Source: an optimization exercise on an open RTL-to-GDS flow (aim: small area). Production flows keep margins and buffers that such runs may drop. Function was not checked in any run shown here: the RTL went through the layout flow alone.

## flow/design.v (module list and top-level ports; edited modules follow where they fit)
// module CORDIC_tanInv_sqrt: 5573 lines
module CORDIC_tanInv_sqrt(
    output [15:0] X0,
    output [15:0] Y0,
    output [15:0] Z0,
    input  [15:0] Xin,
    input  [15:0] Yin,
    input  [15:0] Zin,
    input  clk
);
  // ...
==> flow/run.sh <==
#!/bin/bash
# synth_recipe.tcl (not shown) runs the flow's synth.tcl, then flattens the netlist and writes it again
# the make line also repeats each setting of config.mk as NAME=value (left out here)
make -C /OpenROAD-flow-scripts/flow DESIGN_CONFIG=/design/flow/config.mk WORK_HOME=/design/flow/orfs CLKGATE_MAP_FILE= SYNTH_SCRIPT=/design/flow/synth_recipe.tcl finish
==> flow/config.mk <==
export PLATFORM = sky130hd
export DESIGN_NAME = CORDIC_tanInv_sqrt
export DESIGN_NICKNAME = CORDIC_tanInv_sqrt
export VERILOG_FILES = /design/flow/design.v
export SDC_FILE = /design/flow/constraint.sdc
export NUM_CORES = 4
export LEC_CHECK = 0
export CAP_MARGIN = 20
export CORE_MARGIN = 2
export CORE_UTILIZATION = 45
export SLEW_MARGIN = 20
==> flow/constraint.sdc <==
create_clock -name core_clock -period 7.0 [get_ports {clk}]
set_input_delay 1.4000 -clock core_clock [delete_from_list [all_inputs] [get_ports {clk}]]
set_output_delay 1.4000 -clock core_clock [all_outputs]
set_load 0.01 [all_outputs]
==> impl_metrics.csv, run 1 <==
group,metric,value,unit
synth,synthesis.area,32900,um^2
clocking,postCtsSetupRepairBufs,0,
hold_path,hold_path_end,"zo_4$_DFF_P_",
clocking,ctsResizeCount,0,
place,dp.final_hpwl,31700,um
hold_path,min-delay-start,"z15_4$_DFF_P_",
global_route,grt_pass1_wl,73200,um
cells_and_area,seq_area_share,44.4,%
synth,synth-xor-area-share,8.85,%
floorplanning,core_area,72600,um^2
synth,synthTopCellsByArea,"dfxtp_1 51%, fa_1 24%, ha_1 11%, xnor2_1 7.2%, inv_1 3.5%",
timing,drv_slew,0,
cells_and_area,final_cell_mix,"829 x dfxtp_1, 395 x fa_1, 303 x inv_1",
floorplanning,die_area,75200,um^2
cells_and_area,n_fill_cell,6136,
routing,vias_per_cell,4.22,
routing,finalWirelength,40700,um
global_route,grt.met1_usage,11.7,%
timing,fin_worst_hold_slack,0.323,ns
cells_and_area,fin_util,51.7,%
clocking,hold_buffers,0,
synth,ys.flop_type,"dfxtp_1",
setup_path,crit_start,"e0_15$_DFF_P_",
cells_and_area,nFlopsAndLatches,831,
cells_and_area,inv_count,303,
setup_path,endpoint_kind,"register",
clocking,clk_latency,0.62,ns
cells_and_area,clkCellAreaFrac,7.38,%
setup_path,timing.rr.start,"e0_15$_DFF_P_",
timing,post-route-min-period,6.69,ns
setup_path,crit_slowest_cell,"dfxtp_1",
synth,synth_nets,2981,
synth,ys_seq_elements,831,
global_route,grt_antenna_before_repair,0,
clocking,numClockSinks,831,
place,dp_cells,3251,
run_status,status,"finished clean",
setup_path,rr_worst_depth,17,
place,place_congestion,0.733,
==> run 2: changes to the inputs <==
--- a/flow/config.mk
+++ b/flow/config.mk
@@ -8,4 +8,5 @@
 export CAP_MARGIN = 20
 export CORE_MARGIN = 2
 export CORE_UTILIZATION = 45
+export CTS_BUF_LIST = sky130_fd_sc_hd__clkbuf_4
 export SLEW_MARGIN = 20
==> impl_metrics.csv, run 2 <==
group,metric,value,unit
clocking,hold_buffers,0,
routing,drcViolationCount,0,
cells_and_area,final_area,37400,um^2
setup_path,timing.critical_path.arrival,7.65,ns
cells_and_area,nets,3239,
synth,synthCells,2245,
run,drv_cap,0,
timing,fmax,149,MHz
clocking,clockBufferDepth,3,
routing,finalWirelength,41600,um
routing,vias_per_cell,4.17,
clocking,cts_root_buf,"clkbuf_4",
routing,vias,15100,
global_route,grt_pass1_vias,17400,
floorplanning,die_area,75200,um^2
floorplanning,pin_count,97,
place,dp.final_hpwl,31700,um
routing,wl_per_cell,11.5,um
synth,ys.flop_type,"dfxtp_1",
global_route,grt_antenna_before_repair,2,
timing,hold_viol,0,
cells_and_area,layout_commonest_cell,"dfxtp_1",
setup_path,criticalPathCategory,"register to register",
clocking,numCtsBuffers,209,
synth,synth_most_common_cell,"dfxtp_1",
floorplanning,initial_utilization,45.3,%
routing,ant_nets,0,
cells_and_area,area_growth,13.8,%
timing,setup_viol,0,
synth,synth_nets,2981,
place,post_dp_cell_area,34700,um^2
setup_path,endpoint_kind,"register",
synth,synth_seq_area_share,50.6,%
synth,yosys_warnings,1,
timing,finClkSkew,0.0679,ns
clocking,numClockSinks,831,
clocking,clk_latency,1.02,ns
synth,avgSynthCellArea,14.6,um^2
clocking,cts_tree,"built",
place,place_congestion,0.733,
global_route,grt_usage,12.4,%
routing,first_pass_iters,4,
floorplanning,die_y,274,um
clocking,cts_htree_levels,4,
synth,yosysTopAreaCell,"dfxtp_1",
floorplanning,core_area,72600,um^2
synth,synth_cell_types,15,
global_route,grt_pass1_wl,75100,um
synth,synthesis.area,32900,um^2
setup_path,crit_path_start_kind,"register",
hold_path,hp-class,"register to register",
synth,async_flop_share,0,%
synth,synthTopCellsByArea,"dfxtp_1 51%, fa_1 24%, ha_1 11%, xnor2_1 7.2%, inv_1 3.5%",
routing,initialDrtViolationCount,229,
timing,drv_slew,0,
floorplanning,num_rows,99,
floorplanning,die_x,274,um
timing,relSlewSlack,35.1,%
cells_and_area,final_cell_mix,"829 x dfxtp_1, 395 x fa_1, 303 x inv_1",
cells_and_area,layout-drive-gt1-share,14.1,%
timing,rsz0062_at_grt,"no",
synth,synth_edf_count,0,
setup_path,required,7.93,ns
run_status,status,"finished clean",
timing,finalCritPeriodShare,95.9,%
setup_path,path_max_fanout,6,
global_route,grt_max_degree,19,
synth,synth_common_cells,"831 x dfxtp_1, 395 x fa_1, 303 x inv_1",
timing,worst_pin_slew,0.973,ns
place,io_buffers,96,
clocking,path_clk_slew,0.06,ns
global_route,overflow,0,
timing,finalSetupTns,0,ns
timing,post-route-min-period,6.72,ns
synth,netlist.area_leader.share,50.6,%
synth,ys_seq_elements,831,
[run 2: layer usage]
layer  wire, um  up-vias  part of all wire [%]  global-route usage, %
li1           -     7444                     -                      -
met1      14400     7348                    35                   11.1
met2      24200      253                    58                   24.4
met3       2030       84                   4.9                   4.12
met4        979        0                   2.4                   6.06
met5          0        -                     0                      0
[run 2: final timing paths]
| check | from | to | slack (ns) | cells after the start |
|---|---|---|---|---|
| min reg2reg | z15_5$_DFF_P_ | zo_5$_DFF_P_ | 0.28 | 0 |
| max | e1_15$_DFF_P_ | x2_15$_DFF_P_ | 0.28 | 19 |
| max reg2reg | e1_15$_DFF_P_ | x2_15$_DFF_P_ | 0.28 | 19 |
| min | z15_5$_DFF_P_ | zo_5$_DFF_P_ | 0.28 | 0 |
[run 2: cells by family (layout without fill, tap and decap cells)]
kind of cell             count (synthesis)  after routing  share of synthesized area, %
adder cells (fa/ha/maj)                687            687                          35.2
buffers and inverters                  384            804                          5.12
AND/OR/NAND/NOR                         11             11                         0.202
other                                    0              5                             0
XOR/XNOR                               330            330                          8.85
AO/OA/AOI/OAI                            2              2                        0.0381
flip-flops                             831            831                          50.6
[run 2: critical path, stage by stage (launching register included)]
cell and delay, ns:
dfxtp_4 0.41, xor2_1 0.22, inv_1 0.12, fa_1 0.45, fa_1 0.39, fa_1 0.38, fa_1 0.40, fa_1 0.39
fa_1 0.39, fa_1 0.39, fa_1 0.40, fa_1 0.39, fa_1 0.40, fa_1 0.40, fa_1 0.39, fa_1 0.39
fa_1 0.36, inv_1 0.07, ha_1 0.16, xor2_1 0.14
[run 2: repair_timing]
| action | CTS | global route |
|---|---|---|
| setup endpoints to repair | 0 | 5 |
| buffers inserted | 0 | 0 |
| gates resized for setup | 0 | 3 |
[run 2: stage by stage]
stage / setup slack (ns) / instances / util [%] / hold WS [ns]
after floorplan: 0.0402 / 2245 / - / 0.310
final: 0.284 / 3629 / 51.5 / 0.284
after detailed placement: 0.0972 / 3251 / 47.8 / 0.312
after global routing: 0.00318 / 3629 / 51.5 / 0.260
after global placement: 0.137 / 3251 / 47.8 / 0.310
after CTS: 0.0824 / 3624 / 51.5 / 0.281
[run 2: area by class of cell]
type                    count  area, um^2
diodes                      5        12.5
fillers                  6298       35200
clock inverters            72         388
multi-input cells        1030       14600
clock buffers             301        2260
well taps                 959        1200
repair buffers            128        1200
inverters                 303        1140
flip-flops and latches    831       16600
==> run 3: changes to the inputs <==
--- a/flow/config.mk
+++ b/flow/config.mk
@@ -8,5 +8,7 @@
 export CAP_MARGIN = 20
 export CORE_MARGIN = 2
 export CORE_UTILIZATION = 45
-export CTS_BUF_LIST = sky130_fd_sc_hd__clkbuf_4
+export CTS_BUF_LIST = sky130_fd_sc_hd__clkbuf_8
+export CTS_CLUSTER_DIAMETER = 50
+export CTS_CLUSTER_SIZE = 16
 export SLEW_MARGIN = 20
==> impl_metrics.csv, run 3 <==
group,metric,value,unit
synth,synthesis.area,32900,um^2
global_route,overflow,0,
synth,avgSynthCellArea,14.6,um^2
setup_path,cp_top_family,"adder cells",
synth,netlist.area_leader.share,50.6,%
cells_and_area,nets,3116,
routing,initialDrtViolationCount,271,
setup_path,criticalPathCategory,"register to register",
timing,fmax,149,MHz
cells_and_area,layout-drive-gt1-share,8.20,%
setup_path,endpoint_kind,"register",
synth,ys.flop_type,"dfxtp_1",
setup_path,crit_top_cell,"fa_1",
clocking,cts_root_buf,"clkbuf_8",
global_route,grtUsageMet2,23.9,%
floorplanning,die_y,274,um
timing,finalSetupTns,0,ns
timing,finClkSkew,0.0429,ns
run,drv_cap,0,
global_route,grt_antenna_before_repair,1,
place,io_buffers,96,
clocking,postCtsSetupRepairBufs,0,
setup_path,crit_path_start_kind,"register",
cells_and_area,n_fill_cell,6276,
global_route,grt_usage,12.0,%
timing,rsz0062_at_grt,"no",
clocking,numClockSinks,831,
routing,drcViolationCount,0,
global_route,grt.met1_usage,11.7,%
timing,relSlewSlack,35.4,%
setup_path,path_buf_inv,1,
synth,synth_nets,2981,
timing,hold_viol,0,
place,place_congestion,0.733,
synth,synthCells,2245,
synth,synth_edf_count,0,
clocking,numCtsBuffers,86,
setup_path,crit_path_max_incr_delay,0.43,ns
clocking,clk_latency,0.69,ns
routing,finalWirelength,40600,um
hold_path,hp-class,"register to register",
global_route,grt_pass1_vias,16200,
clocking,cts_tree,"built",
clocking,path_clk_slew,0.09,ns
floorplanning,initial_utilization,45.3,%
global_route,grt_max_degree,18,
timing,worst_pin_slew,0.968,ns
cells_and_area,final_cell_mix,"829 x dfxtp_1, 394 x fa_1, 308 x inv_1",
cells_and_area,layout_commonest_cell,"dfxtp_1",
setup_path,path_cells,"xor2_1 > inv_1 > fa_1 > fa_1 > fa_1 > fa_1 > fa_1 > fa_1 > fa_1 > fa_1 > fa_1 > fa_1 > fa_1 > fa_1 > fa_1 > fa_1 > xnor2_1",
clocking,clockBufferDepth,3,
synth,async_flop_share,0,%
setup_path,timing.critical_path.arrival,7.29,ns
synth,synthTopCellsByArea,"dfxtp_1 51%, fa_1 24%, ha_1 11%, xnor2_1 7.2%, inv_1 3.5%",
timing,finalCritPeriodShare,95.6,%
synth,synth_most_common_cell,"dfxtp_1",
synth,yosys_warnings,1,
synth,ys_seq_elements,831,
routing,vias,14400,
routing,ant_nets,0,
global_route,top_usage_layer,"met2",
synth,synth_cell_types,15,
timing,drv_slew,0,
setup_path,path_max_fanout,4,
floorplanning,die_x,274,um
floorplanning,num_rows,99,
routing,wl_per_cell,11.9,um
global_route,met3_usage,2.46,%
clocking,cts_htree_levels,3,
floorplanning,pin_count,97,
global_route,grt_pass1_wl,73000,um
routing,vias_per_cell,4.21,
synth,synth_seq_area_share,50.6,%
run_status,status,"finished clean",
timing,setup_viol,0,
timing,post-route-min-period,6.69,ns
setup_path,crit_slowest_cell,"dfxtp_1",
synth,synth_common_cells,"831 x dfxtp_1, 395 x fa_1, 303 x inv_1",
timing,fin_worst_hold_slack,0.329,ns
floorplanning,core_area,72600,um^2
cells_and_area,area_growth,11.5,%
place,dp.final_hpwl,31700,um
synth,yosysTopAreaCell,"dfxtp_1",
floorplanning,die_area,75200,um^2
setup_path,required,7.60,ns
routing,first_pass_iters,4,
run 3: cell families (layout without fill, tap and decap cells):
| kind of cell | count (synthesis) | after routing | synth area share [%] |
|---|---|---|---|
| xor+xnor | 330 | 330 | 8.85 |
| buf+inv | 384 | 589 | 5.12 |
| compound gates | 2 | 2 | 0.0381 |
| simple gates | 11 | 11 | 0.202 |
| fa+ha+maj | 687 | 687 | 35.2 |
| other cells | 0 | 1 | 0 |
| flops | 831 | 831 | 50.6 |
run 3: stage by stage:
step / utilization, % / std cells / area, um^2 / setup WS, ns
after detailed placement: 47.8 / 3251 / 34700 / 0.0972
after global placement: 47.8 / 3251 / 34700 / 0.137
final: 50.5 / 3410 / 36600 / 0.309
after CTS: 50.5 / 3409 / 36600 / 0.0334
after floorplan: - / 2245 / 32900 / 0.0402
after global routing: 50.5 / 3410 / 36600 / 0.0157
run 3: metal layers:
metal  up-vias  routed length, um
met5         -                  0
met4         0               1360
met3       103               1500
met2       166              23100
met1      7050              14600
li1       7031                  -
run 3: repair_timing:
| action | in CTS | in global routing |
|---|---|---|
| hold buffers | 0 | 0 |
| gates resized for setup | 0 | 5 |
| endpoints found under the setup margin | 0 | 5 |
run 3: area by class of cell:
| class | instances | area [um^2] | share of cell area (%) |
|---|---|---|---|
| Inverter | 303 | 1140 | 3.10 |
| Clock inverter | 63 | 592 | 1.61 |
| Multi-Input combinational cell | 1030 | 14600 | 39.7 |
| Timing Repair Buffer | 128 | 1200 | 3.28 |
| Tap cell | 959 | 1200 | 3.27 |
| Sequential cell | 831 | 16600 | 45.4 |
| Clock buffer | 95 | 1310 | 3.57 |
| Antenna cell | 1 | 2.50 | 0.00683 |
run 3: worst paths after layout:
| kind | startpoint | end | slack (ns) | depth (start not counted) |
|---|---|---|---|---|
| setup / recovery | e0_15$_DFF_P_ | e1_15$_DFF_P_ | 0.31 | 17 |
| hold / removal | z0_0$_DFF_P_ | z1_0$_DFF_P_ | 0.33 | 0 |
| setup reg to reg | e0_15$_DFF_P_ | e1_15$_DFF_P_ | 0.31 | 17 |
| hold reg to reg | z0_0$_DFF_P_ | z1_0$_DFF_P_ | 0.33 | 0 |
run 3: worst register-to-register path: cells and delay by family, from the launching register on:
kind | cells | cell delay, ns
flops | 1 | 0.43
fa+ha+maj | 14 | 5.64
xor+xnor | 2 | 0.44
buf+inv | 1 | 0.10
==> run 4: changes to the inputs <==
--- a/flow/config.mk
+++ b/flow/config.mk
@@ -8,7 +8,7 @@
 export CAP_MARGIN = 20
 export CORE_MARGIN = 2
 export CORE_UTILIZATION = 45
-export CTS_BUF_LIST = sky130_fd_sc_hd__clkbuf_8
-export CTS_CLUSTER_DIAMETER = 50
-export CTS_CLUSTER_SIZE = 16
+export CTS_BUF_LIST = sky130_fd_sc_hd__clkbuf_16
+export CTS_CLUSTER_DIAMETER = 60
+export CTS_CLUSTER_SIZE = 30
 export SLEW_MARGIN = 20
==> impl_metrics.csv, run 4 <==
group,metric,value,unit
run_status,status,"finished clean",
place,io_buffers,96,
cells_and_area,fin_cells,3355,
synth,avgSynthCellArea,14.6,um^2
cells_and_area,layout-drive-gt1-share,6.26,%
cells_and_area,nets,3085,
routing,finalWirelength,40100,um
synth,synthCells,2245,
synth,ys_seq_elements,831,
global_route,grt_antenna_before_repair,0,
setup_path,criticalPathCategory,"register to register",
floorplanning,die_x,274,um
synth,yosysTopAreaCell,"dfxtp_1",
clocking,clockBufferDepth,3,
setup_path,crit_top_cell,"fa_1",
setup_path,crit_path_max_incr_delay,0.60,ns
timing,post-route-min-period,6.70,ns
setup_path,crit_path_start_kind,"register",
synth,netlist.area_leader.share,50.6,%
setup_path,timing.critical_path.arrival,7.25,ns
clocking,numCtsBuffers,55,
timing,fin_worst_hold_slack,0.326,ns
floorplanning,die_y,274,um
clocking,clk_latency,0.64,ns
place,dp.final_hpwl,31700,um
clocking,postCtsSetupRepairBufs,0,
routing,first_pass_iters,4,
run,drv_cap,0,
floorplanning,core_area,72600,um^2
routing,vias,14200,
clocking,numClockSinks,831,
routing,vias_per_cell,4.22,
floorplanning,initial_utilization,45.3,%
timing,finalCritPeriodShare,95.8,%
timing,relSlewSlack,35.3,%
synth,synthesis.area,32900,um^2
setup_path,crit_slowest_cell,"dfxtp_1",
cells_and_area,final_cell_mix,"829 x dfxtp_1, 395 x fa_1, 304 x inv_1",
timing,drv_slew,0,
timing,hold_viol,0,
global_route,overflow,0,
cells_and_area,diodes,0,
place,place_congestion,0.733,
setup_path,path_cells,"xor2_1 > inv_1 > fa_1 > fa_1 > fa_1 > fa_1 > fa_1 > fa_1 > fa_1 > fa_1 > fa_1 > fa_1 > fa_1 > fa_1 > fa_1 > inv_1 > ha_1 > ha_1 > xor2_1",
routing,wl_per_cell,12.0,um
synth,synth_cell_types,15,
timing,worst_pin_slew,0.970,ns
hold_path,hp-class,"register to register",
synth,synthTopCellsByArea,"dfxtp_1 51%, fa_1 24%, ha_1 11%, xnor2_1 7.2%, inv_1 3.5%",
cells_and_area,fin_util,50.7,%
timing,finalSetupTns,0,ns
clocking,cts_tree,"built",
global_route,grt_pass1_wl,72100,um
floorplanning,pin_count,97,
routing,ant_nets,0,
global_route,grt_pass1_vias,16000,
routing,initialDrtViolationCount,294,
synth,synth_common_cells,"831 x dfxtp_1, 395 x fa_1, 303 x inv_1",
timing,finClkSkew,0.0328,ns
timing,fmax,149,MHz
synth,ys.flop_type,"dfxtp_1",
synth,synth_seq_area_share,50.6,%
clocking,path_clk_slew,0.09,ns
floorplanning,num_rows,99,
cells_and_area,n_fill_cell,6191,
clocking,cts_htree_levels,2,
synth,synth_edf_count,0,
setup_path,endpoint_kind,"register",
timing,rsz0062_at_grt,"no",
synth,yosys_warnings,1,
global_route,grt_usage,11.7,%
setup_path,required,7.55,ns
place,dp_cells,3251,
clocking,cts_root_buf,"clkbuf_16",
floorplanning,die_area,75200,um^2
global_route,grt_max_degree,31,
synth,synth_most_common_cell,"dfxtp_1",
routing,drcViolationCount,0,
synth,synth_nets,2981,
synth,async_flop_share,0,%
setup_path,path_max_fanout,7,
cells_and_area,area_growth,12.0,%
timing,setup_viol,0,
cells_and_area,layout_commonest_cell,"dfxtp_1",
run 4: logic make-up after synthesis:
kind of cell             count (synthesis)  share of synthesized area (%)
adder cells (fa/ha/maj)                687                           35.2
AND/OR/NAND/NOR                         11                          0.202
AO/OA/AOI/OAI                            2                         0.0381
flip-flops                             831                           50.6
XOR/XNOR                               330                           8.85
buffers and inverters                  384                           5.12
run 4: layout make-up:
class | count | area (um^2) | area share (%)
clock buffers | 57 | 1430 | 3.88
clock inverters | 47 | 627 | 1.70
inverters | 303 | 1140 | 3.09
multi-input cells | 1030 | 14600 | 39.6
flip-flops and latches | 831 | 16600 | 45.2
well taps | 959 | 1200 | 3.26
repair buffers | 128 | 1200 | 3.26
run 4: metrics by stage:
stage	cell area [um^2]	setup WS [ns]
final	36800	0.297
after global routing	36800	0.0275
after CTS	36800	0.0692
after detailed placement	34700	0.0972
after global placement	34700	0.137
after floorplan	32900	0.0402
run 4: worst paths after layout:
kind	start	end	slack, ns	depth (start not counted)
setup reg to reg	e2_15$_DFF_P_	x3_15$_DFF_P_	0.30	19
hold reg to reg	z15_1$_DFF_P_	zo_1$_DFF_P_	0.33	0
hold / removal	z15_1$_DFF_P_	zo_1$_DFF_P_	0.33	0
setup / recovery	e2_15$_DFF_P_	x3_15$_DFF_P_	0.30	19
run 4: routing by layer:
layer | wire (um) | up-vias | global-route usage (%) | part of all wire [%]
li1 | - | 6959 | - | -
met2 | 23000 | 125 | 24.0 | 57
met3 | 1280 | 77 | 2.01 | 3.2
met4 | 1090 | 0 | 3.76 | 2.7
met1 | 14700 | 6998 | 11.8 | 37
met5 | 0 | - | 0 | 0
run 4: worst max-delay path, delay by kind of cell (launching register included):
kind | cells | cell delay [ns]
flops | 1 | 0.60
buf+inv | 2 | 0.17
xor+xnor | 2 | 0.40
fa+ha+maj | 15 | 5.45
run 4: repair_timing:
item	in CTS	in global routing
resized for setup	0	4
hold buffers	0	0
setup endpoints to repair	0	5

port drivers added, routing unchanged:
The results above use ideal ports. As a check the final layouts listed here were re-extracted and re-timed, cells and wires unchanged.
Step 1: set_driving_cell puts a clkbuf_16 on clk and a buf_2 on each other input, an assumption about the parent block.
Step 2 times the ports against the registers' clock, not the clock port: input delays grow and output delays shrink by t, the midpoint of the rising clock arrivals with the driver on.
Slacks: ideal / step 1 / step 2; pairs: ideal / step 1.
run	shift t [ns]	setup slack, ns	hold slack, ns	latest minus earliest clock arrival (ns)	worst register clock-pin slew, ns
run 1	0.673	0.311 / 0.311 / 0.311	0.323 / 0.323 / 0.323	0.021 / 0.021	0.06 / 0.06
run 2	1.040	0.284 / 0.284 / 0.284	0.284 / 0.284 / 0.284	0.073 / 0.073	0.07 / 0.07
run 3	0.724	0.309 / 0.309 / 0.309	0.329 / 0.329 / 0.329	0.047 / 0.047	0.09 / 0.09
run 4	0.678	0.297 / 0.297 / 0.297	0.326 / 0.326 / 0.326	0.049 / 0.049	0.10 / 0.10
After both steps setup and hold are still met in every run listed.
